This design comes from an exercise in tuning for small area on the open sky130 flow, not from production work.
Function was checked by simulation only, so behaviour that the tests miss may differ from the original.
The flow treats the clock pin as an ideal source, which a real chip does not have.
Power is estimated from default activity; no workload was simulated.

== old ==
==> module fifo_bank, before the edit <==
module fifo_bank
#(parameter NW = 16, parameter DATA_WIDTH = 32)
(
	input logic clk,
	input logic pol,
	input logic [DATA_WIDTH - 1 : 0] in,
	input logic [NW - 1 : 0] wr,
	input logic [NW - 1 : 0] hold_n,
	output logic [NW * DATA_WIDTH - 1 : 0] q
);
logic [DATA_WIDTH - 1 : 0] x;
assign x = in ^ {DATA_WIDTH{pol}};
genvar g;
generate
for (g = 0; g < NW; g++)
begin: word
	fifo_word #(.DATA_WIDTH(DATA_WIDTH)) u_word
	(
		.clk(clk), .wr(wr[g]), .hold_n(hold_n[g]), .x(x), .q(q[g * DATA_WIDTH +: DATA_WIDTH])
	);
end
endgenerate
endmodule
==> module syncFIFO, before the edit <==
module syncFIFO
#(parameter SIZE = 16, parameter DATA_WIDTH = 4, parameter FALL_THROUGH = 1, localparam ADDR_WIDTH = $clog2(SIZE))
(
	input logic clk,
	input logic rst,
	input logic en,
	input logic rw,
	input logic[ADDR_WIDTH - 1 : 0] addr,
	input logic [DATA_WIDTH - 1 : 0] in,
	output logic empty,
	output logic full,
	output logic[DATA_WIDTH - 1 : 0] out
);
logic [ADDR_WIDTH - 1 : 0] tailPtr;
logic [ADDR_WIDTH - 1 : 0] headPtr;
logic empty_r, full_r;
logic pol;
logic push, pop;
logic [ADDR_WIDTH - 1 : 0] tailNext, headNext;
logic [SIZE - 1 : 0] wr, hold_n, rsel;
logic [SIZE * DATA_WIDTH - 1 : 0] q;
logic [DATA_WIDTH - 1 : 0] t;
assign empty = empty_r;
assign full = full_r;
assign push = en && rw && !full_r;
assign pop = en && !rw && !empty_r;
assign tailNext = tailPtr + 1'b1;
assign headNext = headPtr + 1'b1;
fifo_dec #(.SIZE(SIZE), .INV(0)) u_wdec (.en(push), .a(tailPtr), .y(wr));
fifo_dec #(.SIZE(SIZE), .INV(1)) u_hdec (.en(push), .a(tailPtr), .y(hold_n));
fifo_dec #(.SIZE(SIZE), .INV(0)) u_rdec (.en(!empty_r), .a(headPtr), .y(rsel));
genvar g;
generate
for (g = 0; g < SIZE / 16; g++)
begin: bank
	fifo_bank #(.NW(16), .DATA_WIDTH(DATA_WIDTH)) u_bank
	(
		.clk(clk), .pol(pol), .in(in), .wr(wr[16 * g +: 16]), .hold_n(hold_n[16 * g +: 16]),
		.q(q[16 * g * DATA_WIDTH +: 16 * DATA_WIDTH])
	);
end
endgenerate
fifo_read #(.SIZE(SIZE), .DATA_WIDTH(DATA_WIDTH)) u_read (.sel(rsel), .d(q), .y(t));
assign out = t ^ {DATA_WIDTH{pol && !empty_r}};
always_ff @(posedge clk or posedge rst)
	if (rst)
	begin
		tailPtr <= 0;
		headPtr <= 0;
		empty_r <= 1'b1;
		full_r <= 1'b0;
		pol <= 1'b0;
	end
	else
	begin
		pol <= !pol;
		if (push)
		begin
			tailPtr <= tailNext;
			empty_r <= 1'b0;
			full_r <= tailNext == headPtr;
		end
		if (pop)
		begin
			headPtr <= headNext;
			full_r <= 1'b0;
			empty_r <= headNext == tailPtr;
		end
	end
endmodule
==> flow/config.mk <==
export PLATFORM = sky130hd
export DESIGN_NAME = fifo_top
export DESIGN_NICKNAME = fifo_top
export VERILOG_FILES = /design/flow/design.v
export SDC_FILE = /design/flow/constraint.sdc
export NUM_CORES = 4
export LEC_CHECK = 0
export CAP_MARGIN = 5
export CORE_MARGIN = 2
export CORE_UTILIZATION = 70
export SLEW_MARGIN = 5
export SYNTH_HIERARCHICAL = 1
export SYNTH_MINIMUM_KEEP_SIZE = 0
==> flow/constraint.sdc <==
create_clock -name core_clock -period 6.0 [get_ports {clk}]
set_input_delay 1.2000 -clock core_clock [delete_from_list [all_inputs] [get_ports {clk}]]
set_output_delay 1.2000 -clock core_clock [all_outputs]
set_load 0.01 [all_outputs]
standard.sh (not shown) runs the stock make flow with config.mk's settings and CLKGATE_MAP_FILE= SYNTH_SCRIPT=/design/flow/synth_recipe.tcl, a recipe that flattens the netlist after the stock synthesis.
==> flow/flow/run.sh <==
#!/bin/bash
# The standard layout, with a clock tree of small buffers and no dummy
# loads (leaf buffers upsized after CTS only where the clock edge at the
# flip-flops would be slow), port buffers of the smallest buffer cell, and non-critical gates
# downsized after global routing.
set -euo pipefail
here=$(pwd)
export CTS_ARGS="-sink_clustering_enable -repair_clock_nets -dont_use_dummy_load -buf_list sky130_fd_sc_hd__clkbuf_4 -sink_clustering_size 10 -sink_clustering_max_diameter 50"
export POST_CTS_TCL="$here/flow/post_cts.tcl"
export CLK_SLEW_TARGET=0.10
export RECOVER_POWER=100
export BUFFER_PORTS_ARGS="-buffer_cell sky130_fd_sc_hd__buf_1"
bash standard.sh > standard.log 2>&1
==> flow/flow/post_cts.tcl <==
# Upsize clock buffers whose sinks see a slow clock edge, then legalize.
estimate_parasitics -placement
set sizes {sky130_fd_sc_hd__clkbuf_2 sky130_fd_sc_hd__clkbuf_4 sky130_fd_sc_hd__clkbuf_8 sky130_fd_sc_hd__clkbuf_16}
set target 0.09
if { [info exists ::env(CLK_SLEW_TARGET)] } { set target $::env(CLK_SLEW_TARGET) }
for {set it 0} {$it < 4} {incr it} {
  set changed 0
  foreach inst [get_cells *] {
    set m [get_property $inst ref_name]
    set idx [lsearch $sizes $m]
    if { $idx < 0 || $idx == [llength $sizes] - 1 } { continue }
    set out [get_pins -of_objects $inst -filter "direction == output"]
    set worst 0
    foreach p [get_pins -of_objects [get_nets -of_objects $out] -filter "direction == input"] {
      foreach pr {slew_max_rise slew_max_fall} {
        set v [get_property $p $pr]
        if { $v > $worst } { set worst $v }
      }
    }
    if { $worst > $target } {
      replace_cell $inst [lindex $sizes [expr { $idx + 1 }]]
      incr changed
    }
  }
  puts "post_cts: pass $it upsized $changed clock buffers"
  if { $changed == 0 } { break }
  estimate_parasitics -placement
}
detailed_placement
Completing all stages was not enough for old: its layout failed the final checks because of max-capacitance violations, max-slew violations.
Modified inputs, new compared to old
-- flow/design.v --
<<< old, line 10
always_ff @(posedge clk)
	q <= ~((q | {DATA_WIDTH{wr}}) & (x | {DATA_WIDTH{hold_n}}));
endmodule
module fifo_bank
#(parameter NW = 16, parameter DATA_WIDTH = 32)
(
	input logic clk,
	input logic pol,
	input logic [DATA_WIDTH - 1 : 0] in,
	input logic [NW - 1 : 0] wr,
	input logic [NW - 1 : 0] hold_n,
	output logic [NW * DATA_WIDTH - 1 : 0] q
);
logic [DATA_WIDTH - 1 : 0] x;
assign x = in ^ {DATA_WIDTH{pol}};
genvar g;
generate
for (g = 0; g < NW; g++)
begin: word
	fifo_word #(.DATA_WIDTH(DATA_WIDTH)) u_word
	(
		.clk(clk), .wr(wr[g]), .hold_n(hold_n[g]), .x(x), .q(q[g * DATA_WIDTH +: DATA_WIDTH])
	);
end
endgenerate
endmodule
module fifo_sel
>>> new, line 10
always_ff @(posedge clk)
	q <= ~((q | {DATA_WIDTH{wr}}) & (x | {DATA_WIDTH{hold_n}}));
endmodule
module fifo_sel
<<< old, line 110
logic [ADDR_WIDTH - 1 : 0] tailNext, headNext;
logic [SIZE - 1 : 0] wr, hold_n, rsel;
logic [SIZE * DATA_WIDTH - 1 : 0] q;
logic [DATA_WIDTH - 1 : 0] t;
>>> new, line 87
logic [ADDR_WIDTH - 1 : 0] tailNext, headNext;
logic [SIZE - 1 : 0] wr, hold_n, rsel;
logic [DATA_WIDTH - 1 : 0] x;
logic [SIZE * DATA_WIDTH - 1 : 0] q;
logic [DATA_WIDTH - 1 : 0] t;
<<< old, line 118
assign tailNext = tailPtr + 1'b1;
assign headNext = headPtr + 1'b1;
fifo_dec #(.SIZE(SIZE), .INV(0)) u_wdec (.en(push), .a(tailPtr), .y(wr));
fifo_dec #(.SIZE(SIZE), .INV(1)) u_hdec (.en(push), .a(tailPtr), .y(hold_n));
>>> new, line 96
assign tailNext = tailPtr + 1'b1;
assign headNext = headPtr + 1'b1;
assign x = in ^ {DATA_WIDTH{pol}};
fifo_dec #(.SIZE(SIZE), .INV(0)) u_wdec (.en(push), .a(tailPtr), .y(wr));
fifo_dec #(.SIZE(SIZE), .INV(1)) u_hdec (.en(push), .a(tailPtr), .y(hold_n));
<<< old, line 123
genvar g;
generate
for (g = 0; g < SIZE / 16; g++)
begin: bank
	fifo_bank #(.NW(16), .DATA_WIDTH(DATA_WIDTH)) u_bank
	(
		.clk(clk), .pol(pol), .in(in), .wr(wr[16 * g +: 16]), .hold_n(hold_n[16 * g +: 16]),
		.q(q[16 * g * DATA_WIDTH +: 16 * DATA_WIDTH])
	);
end
>>> new, line 102
genvar g;
generate
for (g = 0; g < SIZE; g++)
begin: word
	fifo_word #(.DATA_WIDTH(DATA_WIDTH)) u_word
	(
		.clk(clk), .wr(wr[g]), .hold_n(hold_n[g]), .x(x), .q(q[g * DATA_WIDTH +: DATA_WIDTH])
	);
end
==> comparison <==
- What the final checks of new revealed, after a flow that finished every stage, was a layout that fails on max-capacitance violations, max-slew violations.
- There was hardly any difference in multi-input logic portion of the cell area between old and new.
- new vs old: global-route wire length before repair up slightly
- | worst setup timing slack at the placement stage | lower: old |
- Summary: with old as the reference, via count in new moved down slightly.
- Buffering overhead, old and new: lower on new
- Leakage power sits lower in new than in old.

[port drivers added, routing unchanged]
Ports are ideal in the flow. The routed layouts listed here were re-timed in OpenROAD.
Step 1 assumes that a clkbuf_16 drives the clock port and a buf_2 every other input.
Step 2 also shifts input and output timing later by t, the mid clock arrival at the registers, as if the neighbouring blocks saw the same clock.
Three values: ideal, step 1, step 2; two values: the first two.
| run | t, ns | slack for setup (ns) | clock arrival spread, ns | worst data-port slew with drivers (ns) |
|---|---|---|---|---|
| old | 0.679 | 0.459 / 0.391 / 0.975 | 0.055 / 0.055 | 0.08 |
| new | 0.672 | 0.460 / 0.392 / 0.941 | 0.070 / 0.069 | 0.04 |
